This design comes from an exercise in tuning for small area and a short achievable clock period on the open sky130 flow, not from production work. Function was not checked in any run shown here: the RTL went through the layout flow alone. Power and IR drop assume default switching activity.

==> flow/design.v (outline; a module is shown in full before it is edited, if it fits) <==
// module pcore_mul_csa: 2863 lines
// module pcore_add64: 452 lines
// module pcore_add32c: 295 lines
// module pcore_exe: 262 lines
module pcore_exe (
    input  logic          clk,
    input  logic          rst_n,                  
    input  logic [196:0]  id2exe_data_i,          
    input  logic [40:0]   id2exe_ctrl_i,          
    input  logic [3:0]    fwd2exe_i,              
    input  logic [31:0]   lsu2exe_fb_alu_result_i,
    input  logic [31:0]   wrb2exe_fb_rd_data_i,
    output logic [66:0]   exe2div_o,              
    output logic [95:0]   exe2lsu_data_o,         
    output logic [20:0]   exe2lsu_ctrl_o,         
    output logic [112:0]  exe2csr_data_o,         
    output logic [9:0]    exe2csr_ctrl_o,         
    output logic [12:0]   exe2fwd_o,              
    output logic [31:0]   exe2if_fb_o             
);
  // ...
==> flow/flow/run.sh <==
#!/bin/bash
# Layout flow: the standard synthesis and layout, with two changes that
# leave the design's function and registers as the standard synthesis makes
# them:
#  - after synthesis, flow/fa_polarity.py removes inverters around the full
#    adders by complementing the inputs and outputs of some of them (a full
#    adder is self-dual), and
#  - the port buffers are sky130_fd_sc_hd__buf_1 rather than the default
#    delay buffer.
set -euo pipefail
RES=orfs/results/sky130hd/pcore_exe/base
bash standard.sh synth > synth.log 2>&1
cp $RES/1_2_yosys.v $RES/1_2_yosys_standard.v
python3 flow/fa_polarity.py $RES/1_2_yosys_standard.v $RES/1_2_yosys.v > polarity.log 2>&1
rm -f $RES/1_synth.odb $RES/1_synth.sdc
export BUFFER_PORTS_ARGS="-buffer_cell sky130_fd_sc_hd__buf_1"
bash standard.sh > layout.log 2>&1
==> flow/flow/fa_polarity.py <==
#!/usr/bin/env python3
"""Remove inverters around full adders in a mapped sky130hd netlist.

A full adder is self-dual: FA(~a, ~b, ~c) = (~sum, ~carry). Each fa cell may
therefore be "flipped" (fed complemented inputs, producing complemented
outputs) without changing the function. This script chooses flips greedily to
minimise the number of inverters needed, then rewires the netlist with one
inverter per net that needs both polarities.

usage: fa_polarity.py IN.v OUT.v
"""
import re
import sys
from collections import defaultdict

OUT_PINS = {"X", "Y", "SUM", "COUT", "Q", "Q_N", "HI", "LO"}
INV = "sky130_fd_sc_hd__inv_1"


def parse(path):
    lines = open(path).read().split("\n")
    head, insts, tail = [], [], []
    i = 0
    hdr = re.compile(r"^  (sky130_fd_sc_hd__\S+) (.+?) \($")
    pin = re.compile(r"^    \.(\w+)\((.*)\),?$")
    while i < len(lines) and not hdr.match(lines[i]):
        head.append(lines[i])
        i += 1
    while i < len(lines):
        m = hdr.match(lines[i])
        if not m:
            break
        typ, name = m.group(1), m.group(2)
        pins = []
        i += 1
        while lines[i] != "  );":
            pm = pin.match(lines[i])
            assert pm, lines[i]
            pins.append([pm.group(1), pm.group(2)])
            i += 1
        i += 1
        insts.append([typ, name, pins])
    tail = lines[i:]
    return head, insts, tail


def main(inp, outp):
    head, insts, tail = parse(inp)
    # port nets: anything declared input/output in the header
    ports = set()
    for l in head:
        m = re.match(r"^\s*(input|output)\s+(\[(\d+):(\d+)\]\s+)?(\S+);", l)
        if m:
            if m.group(2):
                hi, lo = int(m.group(3)), int(m.group(4))
                for b in range(min(hi, lo), max(hi, lo) + 1):
                    ports.add(f"{m.group(5)}[{b}]")
            else:
                ports.add(m.group(5))
    driver = {}
    for k, (typ, name, pins) in enumerate(insts):
        for p, n in pins:
            if p in OUT_PINS:
                driver[n] = (k, p)
    is_inv = lambda k: insts[k][0].startswith("sky130_fd_sc_hd__inv_") or insts[k][0].startswith("sky130_fd_sc_hd__clkinv_")
    is_fa = lambda k: insts[k][0].startswith("sky130_fd_sc_hd__fa_")

    # canonical (root, parity) of each net through inverter chains
    canon_cache = {}

    def canon(n):
        if n in canon_cache:
            return canon_cache[n]
        d = driver.get(n)
        if d is not None and is_inv(d[0]):
            a = dict(insts[d[0]][2])["A"]
            r, par = canon(a)
            res = (r, par ^ 1)
        else:
            res = (n, 0)
        canon_cache[n] = res
        return res

    # consumers of each root: (inst, pin index, parity) for non-inverter cells
    cons = defaultdict(list)
    inv_out_nets = defaultdict(set)   # root -> nets produced by inverters in its chain
    for k, (typ, name, pins) in enumerate(insts):
        if is_inv(k):
            y = dict(pins)["Y"]
            r, par = canon(y)
            inv_out_nets[r].add(y)
            continue
        for idx, (p, n) in enumerate(pins):
            if p in OUT_PINS:
                continue
            r, par = canon(n)
            cons[r].append((k, idx, par))
    # roots touching ports (other than as plain driver) are frozen
    frozen = set()
    for r, nets in inv_out_nets.items():
        if any(n in ports for n in nets):
            frozen.add(r)
    roots = set(cons) | set(inv_out_nets)
    x = defaultdict(int)   # flip state of fa instances

    def ph(r):
        d = driver.get(r)
        if d is not None and is_fa(d[0]):
            return x[d[0]]
        return 0

    def cost(r):
        if r in frozen:
            return len(inv_out_nets[r])
        p = ph(r)
        need = any((par ^ (x[k] if is_fa(k) else 0)) != p for k, idx, par in cons[r])
        return 1 if need else 0

    fa_roots = defaultdict(set)
    for r in roots:
        d = driver.get(r)
        if d is not None and is_fa(d[0]):
            fa_roots[d[0]].add(r)
        for k, idx, par in cons[r]:
            if is_fa(k):
                fa_roots[k].add(r)
    # frozen roots: their fa driver and fa consumers must not change polarity
    fixed = set()
    for r in frozen:
        d = driver.get(r)
        if d is not None and is_fa(d[0]):
            fixed.add(d[0])
        for k, idx, par in cons[r]:
            if is_fa(k):
                fixed.add(k)
    before = sum(cost(r) for r in roots)
    fas = [k for k in range(len(insts)) if is_fa(k) and k not in fixed]
    # greedy descent, then randomised plateau/uphill moves (annealing),
    # keeping the best assignment seen
    import math
    import random
    rng = random.Random(1)
    cur = before
    best, best_x = cur, dict(x)
    it = 0
    temps = [0.6] * 20 + [0.4] * 20 + [0.25] * 20 + [0.1] * 20 + [0.0] * 10
    for temp in temps:
        it += 1
        rng.shuffle(fas)
        for k in fas:
            rs = fa_roots[k]
            c0 = sum(cost(r) for r in rs)
            x[k] ^= 1
            c1 = sum(cost(r) for r in rs)
            d = c1 - c0
            if d < 0 or (d == 0 and rng.random() < 0.5) or (temp > 0 and rng.random() < math.exp(-d / temp)):
                cur += d
                if cur < best:
                    best, best_x = cur, dict(x)
            else:
                x[k] ^= 1
    x.clear()
    x.update(best_x)
    after = sum(cost(r) for r in roots)

    # rebuild
    new_insts = []
    ninv = [0]
    inv_net = {}

    def inv_of(r):
        if r not in inv_net:
            ninv[0] += 1
            y = f"_polinv_{ninv[0]}_"
            inv_net[r] = y
            new_insts.append([INV, f"_polinv_cell_{ninv[0]}_", [["A", r], ["Y", y]]])
        return inv_net[r]

    newwires = []
    for k, (typ, name, pins) in enumerate(insts):
        if is_inv(k):
            y = dict(pins)["Y"]
            r, par = canon(y)
            if r in frozen:
                new_insts.append([typ, name, pins])
            continue
        newpins = []
        for p, n in pins:
            if p in OUT_PINS:
                newpins.append([p, n])
                continue
            r, par = canon(n)
            if r in frozen:
                newpins.append([p, n])
                continue
            want = par ^ (x[k] if is_fa(k) else 0)
            newpins.append([p, r if want == ph(r) else inv_of(r)])
        new_insts.append([typ, name, newpins])

    # declare new wires after the existing declarations
    decl = [f"  wire {inv_net[r]};" for r in inv_net]
    out = []
    for l in head:
        out.append(l)
    # insert declarations before the first instance: head ends just before instances
    out.extend(decl)
    for typ, name, pins in new_insts:
        out.append(f"  {typ} {name} (")
        for j, (p, n) in enumerate(pins):
            out.append(f"    .{p}({n})" + ("," if j + 1 < len(pins) else ""))
        out.append("  );")
    out.extend(tail)
    open(outp, "w").write("\n".join(out))
    nflip = sum(1 for k in fas if x[k])
    old_inv = sum(1 for k in range(len(insts)) if is_inv(k))
    print(f"fa_polarity: fa={len(fas)} flipped={nflip} inverters {old_inv} -> "
          f"{old_inv - before + after} (root cost {before} -> {after}, {it} passes)")


if __name__ == "__main__":
    main(sys.argv[1], sys.argv[2])
==> flow/standard.sh <==
#!/bin/bash
# synth_recipe.tcl (not shown) runs the flow's synth.tcl, then flattens the netlist and writes it again
# the make line also repeats each setting of config.mk as NAME=value (left out here)
make -C /OpenROAD-flow-scripts/flow DESIGN_CONFIG=/design/flow/config.mk WORK_HOME=/design/flow/orfs CLKGATE_MAP_FILE= SYNTH_SCRIPT=/design/flow/synth_recipe.tcl "${@:-finish}"
==> flow/config.mk <==
export PLATFORM = sky130hd
export DESIGN_NAME = pcore_exe
export DESIGN_NICKNAME = pcore_exe
export VERILOG_FILES = /design/flow/design.v
export SDC_FILE = /design/flow/constraint.sdc
export NUM_CORES = 4
export LEC_CHECK = 0
export CAP_MARGIN = 20
export CORE_MARGIN = 2
export CORE_UTILIZATION = 40
export SETUP_SLACK_MARGIN = 5.0
export SLEW_MARGIN = 20
==> flow/constraint.sdc <==
create_clock -name core_clock -period 12.0 [get_ports {clk}]
set_input_delay 2.4000 -clock core_clock [delete_from_list [all_inputs] [get_ports {clk}]]
set_output_delay 2.4000 -clock core_clock [all_outputs]
set_load 0.01 [all_outputs]
==> metrics.csv, run 1 <==
stage;metric;value;unit
worst_setup_path;path_cells;buf_12 > mux4_2 > mux2_2 > mux2i_4 > nor2_1 > nor3_1 > a21oi_2 > a221o_1 > a222oi_1 > o21ai_1 > clkbuf_2;
layout;biggestRegsByFlops;mul_s_q: 64 flops, mul_c_q: 63 flops;
sta;relSlewSlack;0.240;
sta;finalSetupTns;0;ps
layout;n_all_inverters;341;
hold_path;worstHoldEndpoint;sys_ops_q[0];
worst_setup_path;cpPeakStageDelay;900;ps
layout;regArea;0.00872;sq mm
layout;clock_buffers;74;
pwr;p_switching;0.00846;W
worst_setup_path;cp_num_buf_inv;2;
worst_setup_path;worstPathRequired;9600;ps
worst_setup_path;cp_max_fo;13;
floorplan;ios;660;
job;maxCapViolations;0;
pwr;p_seq;0.00224;W
layout;clk_share;0.0360;
sta;finalCritPeriodShare;0.594;
synth;synthCells;4826;
layout;area_dominant_class;multi-input gates;
global_route;grt_pass1_vias;41029;
layout;largest_reg_flops;64;
cts;post-cts-setup-buffers;55;
cts;cts_sinks;435;
status;status;no timing/DRC/antenna violations;
pwr;swShare;0.501;
layout;fin_nets;6468;
pwr;p_seq_frac;0.133;
==> inputs of run 2 (changes only) <==
--- a/flow/flow/run.sh
+++ b/flow/flow/run.sh
@@ -15,3 +15,3 @@
 rm -f $RES/1_synth.odb $RES/1_synth.sdc
 export BUFFER_PORTS_ARGS="-buffer_cell sky130_fd_sc_hd__buf_1"
-bash standard.sh > layout.log 2>&1
+bash standard.sh SETUP_SLACK_MARGIN=5.75 finish > layout.log 2>&1
==> metrics.csv, run 2 <==
stage;metric;value;unit;change
route;vias;45612;;
route;drtIter0Drc;6270;;
floorplan;dieArea;0.117;sq mm;
route;via_per_inst;6.29;;
layout;biggestRegsByFlops;mul_s_q: 64 flops, mul_c_q: 63 flops;;
cts;cts_tree;yes;;
worst_setup_path;crit_family;adder cells;;
floorplan;core_area;0.114;sq mm;
global_route;grt_max_degree;193;;
sta;report.final.slew_viol_count;0;;
cts;h-tree-depth;2;;
synth;ys_warn_count;1;;
layout;largest_reg_flops;64;;unchanged
sta;rsz0062_at_grt;yes;;
layout;fin_nets;6705;;+3.7%
layout;finalInstanceArea;0.0618;sq mm;
synth;synthCells;4826;;unchanged
pwr;worst_ir_drop_vdd;0.323;mV;
worst_setup_path;crit_path_end_kind;register;;
floorplan;num_rows;124;;
route;drc;0;;
cts;root_buffer;clkbuf_16;;
layout;regMostFlops;mul_s_q;;
cts;numCtsBuffers;55;;
status;status;no timing/DRC/antenna violations;;
cts;cts_sinks;435;;unchanged
route;drtAntennaViolNets;0;;
worst_setup_path;path_class;primary input to register;;
global_route;grt_pass1_vias;43794;;+6.7%
worst_setup_path;cpPeakStageDelay;600;ps;-300 ps
global_route;antenna_found_initial;57;;
pwr;p_leak;24.4;nW;
job;maxCapViolations;0;;unchanged
layout;fin_cells;7254;;
layout;area_growth;35.1;%;
pwr;p_switching;0.00923;W;+9.2%
sta;hold_violations;0;;
sta;finalCritPeriodShare;0.573;;-0.0205
placed_design;dp.cells;6696;;
pwr;powerDensity;302;mW/mm^2;
route;wire_per_inst;35.3;um;
placed_design;place_congestion;1.00;;
placed_design;hpwlAfterDp;184000;um;
global_route;grt_pass1_wl;349000;um;
floorplan;ios;660;;unchanged
synth;syn-cell-area;0.0458;sq mm;
cts;clk_pin_slew;60;ps;
layout;drive_above_1_share;0.276;;
route;detail_route.first_pass.iterations;8;;
worst_setup_path;arrival;7450;ps;
placed_design;placed_area;0.0503;sq mm;
pwr;swShare;0.494;;-0.00667
floorplan;fp.dieW;342;um;
layout;final_common_cell;buf_1;;
worst_setup_path;worstPathRequired;12570;ps;+2970 ps
floorplan;die_y;342;um;
pwr;total_power;0.0187;W;
sta;finalSetupTns;0;ps;unchanged
sta;finalSetupViolations;0;;
pwr;clkPwrFrac;0.096;;
worst_setup_path;cp_max_fo;20;;+7
sta;relSlewSlack;0.223;;-0.0169
worst_setup_path;crit_path_top_delay_cell;o21ai_0;;
route;drt-total-wl;256000;um;
worst_setup_path;cp_num_buf_inv;4;;+2
placed_design;numPortBuffers;657;;
sta;period_needed;6880;ps;
floorplan;initial_utilization;0.402;;
cts;clk_path_buf_depth;3;;
sta;max_clock_freq;145;MHz;
layout;nFillCells;10148;;
hold_path;hp-class;primary input to register;;
global_route;grt_overflow;0;;
synth;syn_area_per_cell;9.49;sq um;
pwr;comb_power_share;0.783;;
layout;layout_common_cells;buf_1 (614), xnor2_1 (426), dfxtp_1 (398), buf_4 (297), inv_1 (290);;
worst_setup_path;path_cells;buf_1 > mux2i_1 > o21ai_0 > mux2i_4 > buf_6 > xnor2_1 > a22o_1 > fa_1 > inv_1 > fa_1 > fa_2 > fa_2 > fa_2 > fa_2 > inv_1;;
pwr;p_seq_frac;0.121;;-0.012
sta;worstMarginPinSlew;1160;ps;
worst_setup_path;worst_path_most_repeated_cell;fa_2;;
worst_setup_path;cp-start-kind;primary input;;
pwr;p_int;0.00946;W;
global_route;grt_util_all_layers;0.424;;
-- run 2: routing by layer --
metal  vias up  track usage  part of all wire
li1      18568            -                 -
met4        36        0.268             0.079
met2      3576        0.592              0.40
met3       905        0.172              0.15
met1     22527        0.541              0.37
met5         -      0.00204           0.00091
-- run 2: worst paths after layout --
check | from | end | cells after the start
worst min-delay path | id2exe_ctrl_i[30] | ld_ops_q[2] | 2
worst max-delay path | id2exe_data_i[194] | mul_c_q[33] | 15
-- run 2: power groups by stage --
stage / registers [W] / logic, W / clock network (W)
after floorplan: 0.00215 / 0.00840 / 0
after global placement: 0.00226 / 0.0121 / 0
after detailed placement: 0.00226 / 0.0124 / 0
after CTS: 0.00223 / 0.0137 / 0.00180
after global routing: 0.00226 / 0.0159 / 0.00186
final: 0.00226 / 0.0146 / 0.00180
-- run 2: per-stage QoR --
| step | hold WS, ps | worst slack, ps | utilization |
|---|---|---|---|
| 2_1_floorplan | 2470 | 4750 | - |
| 3_3_place_gp | 2600 | 3100 | 0.442 |
| 3_5_place_dp | 2600 | 3000 | 0.442 |
| 4_1_cts | 1850 | 5270 | 0.524 |
| 5_1_grt | 1880 | 5150 | 0.543 |
| 6_report | 1880 | 5120 | 0.543 |
-- run 2: what timing repair did --
| item | CTS | global route |
|---|---|---|
| hold buffers | 0 | 0 |
| gates resized for setup | 886 | 316 |
| setup endpoints to repair | 171 | 121 |
| setup buffers | 300 | 81 |
| pin swaps | 263 | 180 |
| gates cloned | 39 | 5 |
-- run 2: cell type report --
class / instances / area, sq um / share of cell area
Clock buffer: 74 / 1600 / 0.0258
Sequential cell: 435 / 8780 / 0.142
Antenna cell: 29 / 72.6 / 0.00117
Clock inverter: 30 / 340 / 0.00550
Tap cell: 1512 / 1890 / 0.0306
Inverter: 338 / 1350 / 0.0218
Timing Repair Buffer: 1189 / 8850 / 0.143
Timing Repair inverter: 6 / 75.1 / 0.00121
Multi-Input combinational cell: 3641 / 38900 / 0.629
==> inputs of run 3 (changes only) <==
--- a/flow/config.mk
+++ b/flow/config.mk
@@ -11,2 +11,3 @@
 export SETUP_SLACK_MARGIN = 5.0
 export SLEW_MARGIN = 20
+export TNS_END_PERCENT = 0
==> metrics.csv, run 3 <==
stage;metric;value;unit;change
cts;cts_hold_buf;0;;unchanged
worst_setup_path;cp-start-kind;primary input;;
layout;finalInstanceArea;0.0551;sq mm;-11%
pwr;p_leak;21.9;nW;-10%
hold_path;hp-class;primary input to register;;
route;drc;0;;unchanged
cts;clk_path_buf_depth;3;;unchanged
sta;max_clock_freq;145;MHz;-0.36%
worst_setup_path;worstPathRequired;12490;ps;-80 ps
job;maxCapViolations;0;;unchanged
placed_design;place_congestion;1.03;;+2.5%
synth;synthCells;4826;;unchanged
worst_setup_path;cpPeakStageDelay;560;ps;-40 ps
global_route;grt_overflow;0;;unchanged
layout;regArea;0.00873;sq mm;-0.57%
worst_setup_path;path_class;primary input to register;;
route;detail_route.first_pass.iterations;12;;+4
cts;clk_pin_slew;60;ps;about the same
hold_path;worstHoldEndpoint;sys_ops_q[0];;
layout;regMostFlops;mul_s_q;;
sta;report.final.slew_viol_count;0;;unchanged
placed_design;numPortBuffers;657;;unchanged
sta;finalCritPeriodShare;0.575;;+0.00206
floorplan;initial_utilization;0.402;;unchanged
hold_path;worstHoldStart;id2exe_ctrl_i[14];;
route;drtIter0Drc;6425;;+2.5%
placed_design;hpwlAfterDp;186000;um;+0.71%
worst_setup_path;path_cells;buf_1 > nand2_1 > o21ai_0 > mux2i_1 > buf_4 > inv_1 > ha_4 > nor2_4 > buf_4 > buf_4 > xnor2_1 > a22oi_1 > fa_1 > fa_1 > fa_1 > fa_1 > inv_1 > fa_1;;
placed_design;placed_area;0.0501;sq mm;-0.55%
global_route;grt_pass1_wl;333000;um;-4.7%
floorplan;core_area;0.114;sq mm;unchanged
layout;nFillCells;10834;;+6.8%
pwr;powerDensity;314;mW/mm^2;+3.8%
synth;syn-cell-area;0.0458;sq mm;unchanged
route;drtAntennaViolNets;0;;unchanged
worst_setup_path;crit_path_end_kind;register;;
cts;cts_tree;yes;;
global_route;grt_pass1_vias;41695;;-4.8%
sta;finalSetupViolations;0;;unchanged
sta;worstMarginPinSlew;1040;ps;-121 ps
route;via_per_inst;6.25;;-0.65%
worst_setup_path;crit_family;adder cells;;
worst_setup_path;cp_max_fo;12;;-40%
route;vias;43785;;-4.0%
route;drt-total-wl;243000;um;-5.1%
layout;drive_above_1_share;0.131;;-0.145
floorplan;dieArea;0.117;sq mm;unchanged
sta;period_needed;6900;ps;+24.7 ps
layout;multi_input_area;0.0355;sq mm;-8.8%
cts;numCtsBuffers;55;;unchanged
layout;biggestRegsByFlops;mul_s_q: 64 flops, mul_c_q: 63 flops;;
worst_setup_path;arrival;7390;ps;-60 ps
global_route;grt_util_all_layers;0.404;;-0.0207
status;status;no timing/DRC/antenna violations;;
global_route;antenna_found_initial;67;;+18%
cts;root_buffer;clkbuf_16;;
floorplan;die_y;342;um;unchanged
layout;final_common_cell;buf_1;;
worst_setup_path;worst_path_most_repeated_cell;fa_1;;
synth;syn_area_per_cell;9.49;sq um;unchanged
cts;h-tree-depth;2;;unchanged
layout;layout_common_cells;buf_1 (644), xnor2_1 (531), fa_1 (455), dfxtp_1 (424), a22oi_1 (356);;
cts;cts_sinks;435;;unchanged
sta;finalSetupTns;0;ps;unchanged
pwr;worst_ir_drop_vdd;0.409;mV;+27%
sta;relSlewSlack;0.305;;+0.0815
worst_setup_path;cp_num_buf_inv;6;;+2
layout;largest_reg_flops;64;;unchanged
synth;ys_warn_count;1;;unchanged
layout;fin_nets;6448;;-3.8%
layout;area_growth;20.4;%;
route;wire_per_inst;34.7;um;-1.8%
floorplan;fp.dieW;342;um;unchanged
sta;hold_violations;0;;unchanged
global_route;grt_max_degree;86;;-55%
worst_setup_path;crit_path_top_delay_cell;fa_1;;
floorplan;num_rows;124;;unchanged
sta;rsz0062_at_grt;yes;;
floorplan;ios;660;;unchanged
hold_path;holdPathStages;2;;unchanged
run 3: how the worst max path moves through the flow:
stage	from	depth (start not counted)	slack, ps	to
finish	lsu2exe_fb_alu_result_i[18]	18	5100	mul_s_q[26]
global route	fwd2exe_i[2]	20	5110	mul_c_q[34]
CTS	fwd2exe_i[2]	19	5290	mul_c_q[33]
detailed placement	fwd2exe_i[0]	15	2770	mul_c_q[43]
global placement	fwd2exe_i[0]	15	2800	mul_c_q[43]
floorplan	fwd2exe_i[2]	19	4710	mul_c_q[36]
run 3: final cells by class:
| cell class | count | area share |
|---|---|---|
| sequential | 435 | 0.158 |
| clock buffer | 68 | 0.0277 |
| tap | 1512 | 0.0343 |
| multi-input combinational | 3640 | 0.643 |
| timing repair inverter | 3 | 0.000477 |
| inverter | 338 | 0.0238 |
| antenna | 42 | 0.00191 |
| clock inverter | 35 | 0.0102 |
| timing repair buffer | 936 | 0.0999 |
run 3: through the flow:
stage	total power [W]	hold slack, ps	utilization	cells	setup WS (ps)
final	0.0173	1880	0.484	7009	5100
after global routing	0.0187	1880	0.483	6974	5110
after CTS	0.0168	1850	0.480	6956	5290
after detailed placement	0.0146	2600	0.440	6715	2770
after global placement	0.0144	2590	0.440	6715	2800
after floorplan	0.0103	2470	-	4828	4710
run 3: timing repair:
item	4_1_cts	5_1_grt
pin swaps	66	21
endpoints found under the setup margin	174	135
gates resized for setup	316	45
buffers inserted	122	8
gates cloned	16	2
run 3: per-layer routing:
| layer | wire (um) | part of all wire | global-route usage |
|---|---|---|---|
| met5 | 229 | 0.00094 | 0 |
| met4 | 15300 | 0.063 | 0.218 |
| met3 | 35900 | 0.15 | 0.177 |
| met2 | 98700 | 0.41 | 0.567 |
| met1 | 92800 | 0.38 | 0.516 |
run 3: power by group:
| part | internal, W | switching [W] |
|---|---|---|
| registers | 0.00201 | 0.000218 |
| logic | 0.00535 | 0.00779 |
| clock network | 0.00115 | 0.000783 |
==> module pcore_exe, before the edit <==
module pcore_exe (
    input  logic          clk,
    input  logic          rst_n,                  
    input  logic [196:0]  id2exe_data_i,          
    input  logic [40:0]   id2exe_ctrl_i,          
    input  logic [3:0]    fwd2exe_i,              
    input  logic [31:0]   lsu2exe_fb_alu_result_i,
    input  logic [31:0]   wrb2exe_fb_rd_data_i,
    output logic [66:0]   exe2div_o,              
    output logic [95:0]   exe2lsu_data_o,         
    output logic [20:0]   exe2lsu_ctrl_o,         
    output logic [112:0]  exe2csr_data_o,         
    output logic [9:0]    exe2csr_ctrl_o,         
    output logic [12:0]   exe2fwd_o,              
    output logic [31:0]   exe2if_fb_o             
);
wire [31:0] rs1_data      = id2exe_data_i[196:165];
wire [31:0] rs2_data      = id2exe_data_i[164:133];
wire [31:0] instr         = id2exe_data_i[132:101];
wire [31:0] pc            = id2exe_data_i[100:69];
wire [31:0] pc_next       = id2exe_data_i[68:37];
wire [31:0] imm           = id2exe_data_i[36:5];
wire [3:0]  exc_code      = id2exe_data_i[4:1];
wire        instr_flushed = id2exe_data_i[0];
wire [3:0]  alu_i_ops     = id2exe_ctrl_i[40:37];
wire [2:0]  alu_m_ops     = id2exe_ctrl_i[36:34];
wire [2:0]  alu_d_ops     = id2exe_ctrl_i[33:31];
wire [2:0]  ld_ops        = id2exe_ctrl_i[30:28];
wire [1:0]  st_ops        = id2exe_ctrl_i[27:26];
wire [2:0]  branch_ops    = id2exe_ctrl_i[25:23];
wire [1:0]  csr_ops       = id2exe_ctrl_i[22:21];
wire [3:0]  amo_ops       = id2exe_ctrl_i[20:17];
wire [2:0]  sys_ops       = id2exe_ctrl_i[16:14];
wire        opr1_sel      = id2exe_ctrl_i[13];    
wire        opr2_sel      = id2exe_ctrl_i[12];    
wire        cmp_opr2_sel  = id2exe_ctrl_i[11];    
wire        csr_opr_sel   = id2exe_ctrl_i[10];    
wire [2:0]  rd_wrb_sel    = id2exe_ctrl_i[9:7];
wire        exc_req       = id2exe_ctrl_i[6];
wire        rd_wr_req     = id2exe_ctrl_i[5];
wire        jump_req      = id2exe_ctrl_i[4];
wire        branch_req    = id2exe_ctrl_i[3];
wire        fence_i_req   = id2exe_ctrl_i[2];
wire        fence_req     = id2exe_ctrl_i[1];
wire        irq_req       = id2exe_ctrl_i[0];
wire        fwd_wrb_rs1   = fwd2exe_i[3];
wire        fwd_wrb_rs2   = fwd2exe_i[2];
wire        fwd_lsu_rs1   = fwd2exe_i[1];
wire        fwd_lsu_rs2   = fwd2exe_i[0];
wire [31:0] opr_a = fwd_lsu_rs1 ? lsu2exe_fb_alu_result_i
                  : fwd_wrb_rs1 ? wrb2exe_fb_rd_data_i : rs1_data;
wire [31:0] opr_b = fwd_lsu_rs2 ? lsu2exe_fb_alu_result_i
                  : fwd_wrb_rs2 ? wrb2exe_fb_rd_data_i : rs2_data;
wire [31:0] alu_opr1 = opr1_sel ? opr_a : pc;
wire [31:0] alu_opr2 = opr2_sel ? opr_b : imm;
wire [31:0] cmp_opr2 = cmp_opr2_sel ? opr_b : imm;
wire [32:0] cmp_diff = {1'b0, opr_a} - {1'b0, cmp_opr2};
wire        cmp_eq   = (opr_a == cmp_opr2);
wire        cmp_ltu  = cmp_diff[32];
wire        cmp_lt   = cmp_diff[32] ^ opr_a[31] ^ cmp_opr2[31];
logic branch_res;
always_comb begin
    case (branch_ops)
        3'd1:    branch_res = cmp_eq;
        3'd2:    branch_res = ~cmp_eq;
        3'd3:    branch_res = ~cmp_lt;
        3'd4:    branch_res = ~cmp_ltu;
        3'd5:    branch_res = cmp_lt;
        3'd6:    branch_res = cmp_ltu;
        default: branch_res = 1'b0;
    endcase
end
wire new_pc_req = jump_req | (branch_req & branch_res);
wire sel_sum = (alu_i_ops == 4'd1) | (alu_i_ops == 4'd2);
wire sel_and = (alu_i_ops == 4'd3);
wire sel_or  = (alu_i_ops == 4'd4);
wire sel_xor = (alu_i_ops == 4'd5);
wire sel_sll = (alu_i_ops == 4'd8);
wire sel_shr = (alu_i_ops == 4'd9) | (alu_i_ops == 4'd10);
wire sel_op1 = (alu_i_ops == 4'd11);
wire sel_op2 = (alu_i_ops == 4'd12);
wire alu_sub = (alu_i_ops == 4'd2);
wire alu_sra = (alu_i_ops == 4'd10);
wire [31:0] alu_addb = alu_sub ? ~alu_opr2 : alu_opr2;
wire set_val = ((alu_i_ops == 4'd6) & cmp_lt) | ((alu_i_ops == 4'd7) & cmp_ltu);
logic csr_rd_req, csr_wr_req;
always_comb begin
    case (csr_ops)
        2'd1:    begin csr_rd_req = |instr[11:7]; csr_wr_req = 1'b1;          end
        2'd2,
        2'd3:    begin csr_rd_req = 1'b1;         csr_wr_req = |instr[19:15]; end
        default: begin csr_rd_req = 1'b0;         csr_wr_req = 1'b0;          end
    endcase
end
wire        lsu_rd_wr_req = (|csr_ops) ? csr_rd_req : rd_wr_req;
wire [31:0] csr_wdata     = csr_opr_sel ? {27'b0, instr[19:15]} : opr_a;
wire        use_rs1       = opr1_sel | branch_req;
wire        use_rs2       = opr2_sel | (|st_ops) | branch_req;
wire        mul_cmd    = |alu_m_ops;
wire        mul_cmd_hi = alu_m_ops[1] | alu_m_ops[0];
wire        mul_lo     = alu_m_ops[2] & ~mul_cmd_hi;    
wire        mul_hi     = mul_cmd_hi;                    
wire        opr1_sgn   = alu_m_ops[1] & alu_opr1[31];
wire        opr2_sgn   = alu_m_ops[1] & alu_m_ops[0] & alu_opr2[31];
wire [63:0] mul_s, mul_c;
pcore_mul_csa mul_csa (
    .x ({opr1_sgn, alu_opr1}),
    .y ({opr2_sgn, alu_opr2}),
    .s (mul_s),
    .c (mul_c)
);
logic [31:0] opr1_q, opr2_q, opr_b_q, csr_wdata_q, instr_q, pc_q, pc_next_q;
logic [2:0]  alu_d_ops_q, rd_wrb_sel_q, ld_ops_q, sys_ops_q;
logic [1:0]  st_ops_q, csr_ops_q;
logic [3:0]  amo_ops_q, exc_code_q;
logic        rd_wr_req_q, jump_req_q, branch_req_q, fence_req_q, instr_flushed_q;
logic        exc_req_q, irq_req_q, csr_rd_req_q, csr_wr_req_q, fence_i_req_q;
logic        new_pc_req_q, use_rs1_q, use_rs2_q;
logic        sel_sum_q, sel_and_q, sel_or_q, sel_xor_q, sel_sll_q, sel_shr_q;
logic        sel_op1_q, sel_op2_q, set_val_q, mul_lo_q, mul_hi_q, alu_out_q;
logic        sel_sum_l_q;
always_ff @(posedge clk) begin
    if (~rst_n) begin
        opr1_q          <= '0;
        opr2_q          <= '0;
        opr_b_q         <= '0;
        csr_wdata_q     <= '0;
        instr_q         <= '0;
        pc_q            <= '0;
        pc_next_q       <= '0;
        alu_d_ops_q     <= '0;
        rd_wrb_sel_q    <= '0;
        ld_ops_q        <= '0;
        sys_ops_q       <= '0;
        st_ops_q        <= '0;
        csr_ops_q       <= '0;
        amo_ops_q       <= '0;
        exc_code_q      <= '0;
        rd_wr_req_q     <= '0;
        jump_req_q      <= '0;
        branch_req_q    <= '0;
        fence_req_q     <= '0;
        instr_flushed_q <= '0;
        exc_req_q       <= '0;
        irq_req_q       <= '0;
        csr_rd_req_q    <= '0;
        csr_wr_req_q    <= '0;
        fence_i_req_q   <= '0;
        new_pc_req_q    <= '0;
        use_rs1_q       <= '0;
        use_rs2_q       <= '0;
        sel_sum_q       <= '0;
        sel_and_q       <= '0;
        sel_or_q        <= '0;
        sel_xor_q       <= '0;
        sel_sll_q       <= '0;
        sel_shr_q       <= '0;
        sel_op1_q       <= '0;
        sel_op2_q       <= '0;
        set_val_q       <= '0;
        mul_lo_q        <= '0;
        mul_hi_q        <= '0;
        alu_out_q       <= '0;
        sel_sum_l_q     <= '0;
    end else begin
        opr1_q          <= alu_opr1;
        opr2_q          <= alu_opr2;
        opr_b_q         <= opr_b;
        csr_wdata_q     <= csr_wdata;
        instr_q         <= instr;
        pc_q            <= pc;
        pc_next_q       <= pc_next;
        alu_d_ops_q     <= alu_d_ops;
        rd_wrb_sel_q    <= rd_wrb_sel;
        ld_ops_q        <= ld_ops;
        sys_ops_q       <= sys_ops;
        st_ops_q        <= st_ops;
        csr_ops_q       <= csr_ops;
        amo_ops_q       <= amo_ops;
        exc_code_q      <= exc_code;
        rd_wr_req_q     <= lsu_rd_wr_req;
        jump_req_q      <= jump_req;
        branch_req_q    <= branch_req;
        fence_req_q     <= fence_req;
        instr_flushed_q <= instr_flushed;
        exc_req_q       <= exc_req;
        irq_req_q       <= irq_req;
        csr_rd_req_q    <= csr_rd_req;
        csr_wr_req_q    <= csr_wr_req;
        fence_i_req_q   <= fence_i_req;
        new_pc_req_q    <= new_pc_req;
        use_rs1_q       <= use_rs1;
        use_rs2_q       <= use_rs2;
        sel_sum_q       <= sel_sum;
        sel_and_q       <= sel_and;
        sel_or_q        <= sel_or;
        sel_xor_q       <= sel_xor;
        sel_sll_q       <= sel_sll;
        sel_shr_q       <= sel_shr;
        sel_op1_q       <= sel_op1;
        sel_op2_q       <= sel_op2;
        set_val_q       <= set_val;
        mul_lo_q        <= mul_lo;
        mul_hi_q        <= mul_hi;
        alu_out_q       <= ~mul_cmd;
        sel_sum_l_q     <= sel_sum & ~mul_cmd;
    end
end
logic [63:0] mul_s_q, mul_c_q;
logic [31:0] alu_addb_q;
logic        alu_sub_q, alu_sra_q;
always_ff @(posedge clk) begin
    mul_s_q   <= mul_s;
    mul_c_q   <= mul_c;
    alu_addb_q <= alu_addb;
    alu_sub_q <= alu_sub;
    alu_sra_q <= alu_sra;
end
wire [31:0] alu_sum;
pcore_add32c alu_adder (
    .a  (opr1_q),
    .b  (alu_addb_q),
    .ci (alu_sub_q),
    .s  (alu_sum)
);
function automatic [31:0] rev32(input [31:0] v);
    for (int i = 0; i < 32; i++) rev32[i] = v[31 - i];
endfunction
wire [31:0] shift_in   = sel_sll_q ? rev32(opr1_q) : opr1_q;
wire        shift_fill = alu_sra_q & opr1_q[31];
wire [32:0] shift_ext  = {shift_fill, shift_in};
wire [31:0] shift_out  = 32'($signed(shift_ext) >>> opr2_q[4:0]);
wire [31:0] alu_other  = ({32{sel_and_q}} & (opr1_q & opr2_q))
                       | ({32{sel_or_q}}  & (opr1_q | opr2_q))
                       | ({32{sel_xor_q}} & (opr1_q ^ opr2_q))
                       | ({32{sel_sll_q}} & rev32(shift_out))
                       | ({32{sel_shr_q}} & shift_out)
                       | ({32{sel_op1_q}} & opr1_q)
                       | ({32{sel_op2_q}} & opr2_q)
                       | {31'b0, set_val_q};
wire [31:0] alu_result = ({32{sel_sum_q}} & alu_sum) | alu_other;
wire [63:0] mul_sum;
pcore_add64 mul_adder (
    .a (mul_s_q),
    .b (mul_c_q),
    .s (mul_sum)
);
wire [31:0] lsu_result = ({32{mul_lo_q}}    & mul_sum[31:0])
                       | ({32{mul_hi_q}}    & mul_sum[63:32])
                       | ({32{alu_out_q}}   & alu_other)
                       | ({32{sel_sum_l_q}} & alu_sum);
assign exe2div_o      = {opr1_q, opr2_q, alu_d_ops_q};
assign exe2lsu_data_o = {lsu_result, pc_next_q, opr_b_q};
assign exe2lsu_ctrl_o = {instr_q[11:7], rd_wrb_sel_q, ld_ops_q, st_ops_q, amo_ops_q,
                         rd_wr_req_q, jump_req_q, branch_req_q, fence_req_q};
assign exe2csr_data_o = {instr_q[31:20], pc_q, instr_q, csr_wdata_q, exc_code_q,
                         instr_flushed_q};
assign exe2csr_ctrl_o = {csr_ops_q, sys_ops_q, exc_req_q, irq_req_q, csr_rd_req_q,
                         csr_wr_req_q, fence_i_req_q};
assign exe2fwd_o      = {instr_q[19:15], instr_q[24:20], new_pc_req_q, use_rs1_q, use_rs2_q};
assign exe2if_fb_o    = {alu_result[31:2], 2'b00};
endmodule
==> inputs of run 4 (changes only) <==
--- a/flow/design.v
+++ b/flow/design.v
@@ -4292,8 +4292,21 @@
 wire [31:0] alu_opr2 = opr2_sel ? opr_b : imm;
 wire [31:0] cmp_opr2 = cmp_opr2_sel ? opr_b : imm;
-wire [32:0] cmp_diff = {1'b0, opr_a} - {1'b0, cmp_opr2};
-wire        cmp_eq   = (opr_a == cmp_opr2);
-wire        cmp_ltu  = cmp_diff[32];
-wire        cmp_lt   = cmp_diff[32] ^ opr_a[31] ^ cmp_opr2[31];
+logic [31:0] cmp_g [0:5];
+logic [31:0] cmp_p [0:5];
+always_comb begin
+    cmp_g[0] = opr_a & ~cmp_opr2;
+    cmp_p[0] = ~(opr_a ^ cmp_opr2);
+    for (int l = 1; l <= 5; l++) begin
+        cmp_g[l] = '0;
+        cmp_p[l] = '0;
+        for (int k = 0; k < (32 >> l); k++) begin
+            cmp_g[l][k] = cmp_g[l-1][2*k+1] | (cmp_p[l-1][2*k+1] & cmp_g[l-1][2*k]);
+            cmp_p[l][k] = cmp_p[l-1][2*k+1] & cmp_p[l-1][2*k];
+        end
+    end
+end
+wire        cmp_eq   = cmp_p[5][0];
+wire        cmp_ltu  = ~(cmp_g[5][0] | cmp_p[5][0]);
+wire        cmp_lt   = cmp_ltu ^ opr_a[31] ^ cmp_opr2[31];
 logic branch_res;
 always_comb begin
@@ -4319,5 +4332,4 @@
 wire alu_sub = (alu_i_ops == 4'd2);
 wire alu_sra = (alu_i_ops == 4'd10);
-wire [31:0] alu_addb = alu_sub ? ~alu_opr2 : alu_opr2;
 wire set_val = ((alu_i_ops == 4'd6) & cmp_lt) | ((alu_i_ops == 4'd7) & cmp_ltu);
 logic csr_rd_req, csr_wr_req;
@@ -4445,10 +4457,8 @@
 end
 logic [63:0] mul_s_q, mul_c_q;
-logic [31:0] alu_addb_q;
 logic        alu_sub_q, alu_sra_q;
 always_ff @(posedge clk) begin
     mul_s_q   <= mul_s;
     mul_c_q   <= mul_c;
-    alu_addb_q <= alu_addb;
     alu_sub_q <= alu_sub;
     alu_sra_q <= alu_sra;
@@ -4457,5 +4467,5 @@
 pcore_add32c alu_adder (
     .a  (opr1_q),
-    .b  (alu_addb_q),
+    .b  (alu_sub_q ? ~opr2_q : opr2_q),
     .ci (alu_sub_q),
     .s  (alu_sum)
--- a/flow/flow/run.sh
+++ b/flow/flow/run.sh
@@ -1,4 +1,4 @@
 #!/bin/bash
-# Layout flow: the standard synthesis and layout, with two changes that
+# Layout flow: the standard synthesis and layout, with three changes that
 # leave the design's function and registers as the standard synthesis makes
 # them:
@@ -7,5 +7,6 @@
 #    adder is self-dual), and
 #  - the port buffers are sky130_fd_sc_hd__buf_1 rather than the default
-#    delay buffer.
+#    delay buffer, and
+#  - repair_timing aims at a setup slack of 5.4 ns (SETUP_SLACK_MARGIN).
 set -euo pipefail
 RES=orfs/results/sky130hd/pcore_exe/base
@@ -15,3 +16,3 @@
 rm -f $RES/1_synth.odb $RES/1_synth.sdc
 export BUFFER_PORTS_ARGS="-buffer_cell sky130_fd_sc_hd__buf_1"
-bash standard.sh SETUP_SLACK_MARGIN=5.75 finish > layout.log 2>&1
+bash standard.sh SETUP_SLACK_MARGIN=5.4 finish > layout.log 2>&1
--- a/flow/config.mk
+++ b/flow/config.mk
@@ -8,5 +8,7 @@
 export CAP_MARGIN = 20
 export CORE_MARGIN = 2
-export CORE_UTILIZATION = 40
+export CORE_UTILIZATION = 45
+export CTS_CLUSTER_DIAMETER = 80
+export CTS_CLUSTER_SIZE = 30
 export SETUP_SLACK_MARGIN = 5.0
 export SLEW_MARGIN = 20
==> metrics.csv, run 4 <==
stage;metric;value;unit;change
pwr;comb_power_share;0.788;;+0.029
pwr;p_int;0.00749;W;-12%
layout;largest_reg_flops;64;;unchanged
pwr;clkPwrFrac;0.078;;-0.034
route;drtAntennaViolNets;0;;unchanged
cts;numCtsBuffers;28;;-49%
pwr;p_seq_frac;0.134;;+0.005
placed_design;numPortBuffers;657;;unchanged
worst_setup_path;crit_path_end_kind;register;;
sta;max_clock_freq;145;MHz;+0.23%
worst_setup_path;cp-start-kind;primary input;;
layout;multi_input_area;0.0355;sq mm;about the same
pwr;p_switching;0.00792;W;-9.9%
layout;regMostFlops;mul_s_q;;
sta;relSlewSlack;0.224;;-0.0809
sta;fin_ws;5110;ps;+15.8 ps
layout;drive_above_1_share;0.120;;-0.0109
layout;regArea;0.00809;sq mm;-7.3%
global_route;grt_util_all_layers;0.415;;+0.0114
status;status;no timing/DRC/antenna violations;;
cts;cts_sinks;403;;-7.4%
layout;fin_nets;6327;;-1.9%
synth;syn-cell-area;0.0448;sq mm;-2.2%
sta;finalSetupTns;0;ps;unchanged
placed_design;pre_cts_ws;2970;ps;+200 ps
layout;area_growth;18.7;%;
route;wire_per_inst;33.3;um;-4.0%
layout;layout_common_cells;buf_1 (647), xnor2_1 (514), fa_1 (455), dfxtp_1 (392), a22oi_1 (348);;
global_route;antenna_found_initial;48;;-28%
pwr;p_leak;21.2;nW;-3.0%
worst_setup_path;path_class;primary input to register;;
global_route;grt_max_degree;93;;+8.1%
sta;finalSetupViolations;0;;unchanged
synth;synthCells;4758;;-1.4%
placed_design;place_congestion;1.04;;+0.62%
floorplan;dieArea;0.102;sq mm;-13%
cts;cts_tree;yes;;
floorplan;die_y;320;um;-6.7%
worst_setup_path;worstPathRequired;12550;ps;+60 ps
cts;root_buffer;clkbuf_16;;
hold_path;hp-class;primary input to register;;
route;detail_route.first_pass.iterations;10;;-2
sta;finalCritPeriodShare;0.574;;-0.00131
global_route;grt_pass1_wl;305000;um;-8.3%
route;drc;0;;unchanged
cts;clk_path_buf_depth;3;;unchanged
pwr;swShare;0.514;;+0.00594
floorplan;core_area;0.0986;sq mm;-13%
route;drt-total-wl;221000;um;-9.2%
synth;syn_area_per_cell;9.42;sq um;-0.75%
route;vias;42514;;-2.9%
pwr;powerDensity;290;mW/mm^2;-7.7%
worst_setup_path;arrival;7440;ps;+50 ps
floorplan;fp.dieW;320;um;-6.7%
route;drtIter0Drc;5840;;-9.1%
floorplan;ios;660;;unchanged
floorplan;num_rows;115;;-7.3%
layout;nFillCells;9178;;-15%
global_route;grt_pass1_vias;41299;;-0.95%
sta;worstMarginPinSlew;1150;ps;+113 ps
cts;h-tree-depth;1;;-1
route;via_per_inst;6.41;;+2.7%
synth;ys_warn_count;3;;+2
layout;final_common_cell;buf_1;;
cts;clk_pin_slew;110;ps;+50 ps
placed_design;hpwlAfterDp;165000;um;-11%
hold_path;worstHoldStart;id2exe_ctrl_i[32];;
global_route;grt_overflow;0;;unchanged
floorplan;initial_utilization;0.455;;+0.0525
worst_setup_path;cp_max_fo;20;;+8
pwr;worst_ir_drop_vdd;0.256;mV;-37%
worst_setup_path;critPathLaunch;fwd2exe_i[3];;
sta;rsz0062_at_grt;yes;;
sta;period_needed;6890;ps;-15.8 ps
job;maxCapViolations;0;;unchanged
sta;report.final.slew_viol_count;0;;unchanged
sta;hold_violations;0;;unchanged
layout;biggestRegsByFlops;mul_s_q: 64 flops, mul_c_q: 63 flops;;
## run 4: final cells by class
type,instances,area share
clock buffer,32,0.0142
inverter,313,0.0228
antenna,31,0.00146
timing repair inverter,2,0.000329
clock inverter,20,0.00783
timing repair buffer,911,0.104
multi-input combinational,3630,0.667
tap,1287,0.0303
sequential,403,0.152
## run 4: stage by stage
stage	instances	instance area (sq um)	util	total power [W]	hold slack, ps
4_1_cts	6540	51900	0.527	0.0151	1900
3_3_place_gp	6396	48700	0.494	0.0134	2600
3_5_place_dp	6396	48700	0.494	0.0136	2600
5_1_grt	6604	53100	0.539	0.0169	1910
6_report	6629	53200	0.540	0.0154	1910
2_1_floorplan	4760	45300	-	0.0101	2470
## run 4: final timing paths
| kind | end | slack (ps) | cells after the start |
|---|---|---|---|
| setup / recovery | mul_c_q[39] | 5110 | 15 |
| hold / removal | alu_d_ops_q[1] | 1910 | 2 |
## run 4: power groups by stage
stage / clock network [W] / registers (W) / logic (W)
after detailed placement: 0 / 0.00209 / 0.0115
after global routing: 0.00125 / 0.00208 / 0.0136
after CTS: 0.00120 / 0.00206 / 0.0118
after floorplan: 0 / 0.00203 / 0.00805
final: 0.00119 / 0.00207 / 0.0121
after global placement: 0 / 0.00208 / 0.0114
## run 4: timing repair
item                                    4_1_cts  5_1_grt
buffers inserted                             72       50
hold buffers                                  0        0
pin swaps                                    30       41
resized for setup                           223      142
cloned                                       20        8
endpoints found under the setup margin      141      109
## run 4: critical path, cell delays in order
cell	delay, ps
buf_2	220
buf_12	200
mux2i_1	100
o21ai_1	570
mux2i_4	130
buf_4	360
xnor2_1	470
a22oi_2	140
fa_2	600
fa_1	430
fa_1	400
fa_1	410
fa_1	470
fa_1	490
inv_1	30
## run 4: per-layer routing
layer,global-route usage,vias to the layer above,wire length [um]
met5,0.0118,-,310
met4,0.209,22,14200
met3,0.143,709,29800
met2,0.599,3188,89900
met1,0.548,20954,86500
li1,-,17641,-

-- what the ideal ports hide --
No port has a modelled driver above. Below, the same layouts with a new extraction and two added sets of constraints. Step 1: set_driving_cell puts a clkbuf_16 on clk and a buf_2 on each other input, an assumption about the parent block. Step 2 moves the port delays by t, midway between the first and last clock arrival at a register: inputs arrive t later, outputs are due t later. That takes back most of the time a late clock gives input paths. a / b / c = ideal ports / drivers / drivers and shift; a / b = the first two.
| run | t, ns | setup slack, ns | hold WS [ns] | slew at the worst register clock pin (ns) |
|---|---|---|---|---|
| run 1 | 0.743 | 4.876 / 4.795 / 4.310 | 1.892 / 1.837 / 2.580 | 0.07 / 0.07 |
| run 2 | 0.774 | 5.122 / 5.140 / 4.367 | 1.882 / 1.827 / 2.600 | 0.07 / 0.07 |
| run 3 | 0.759 | 5.097 / 5.025 / 4.280 | 1.876 / 1.822 / 2.581 | 0.07 / 0.07 |
| run 4 | 0.723 | 5.113 / 5.100 / 4.428 | 1.912 / 1.860 / 2.583 | 0.11 / 0.11 |
After both steps setup and hold are still met in every run listed. For run 3, which loses most, drivers alone change the setup slack by -0.072 ns; drivers and shift together by -0.817 ns.
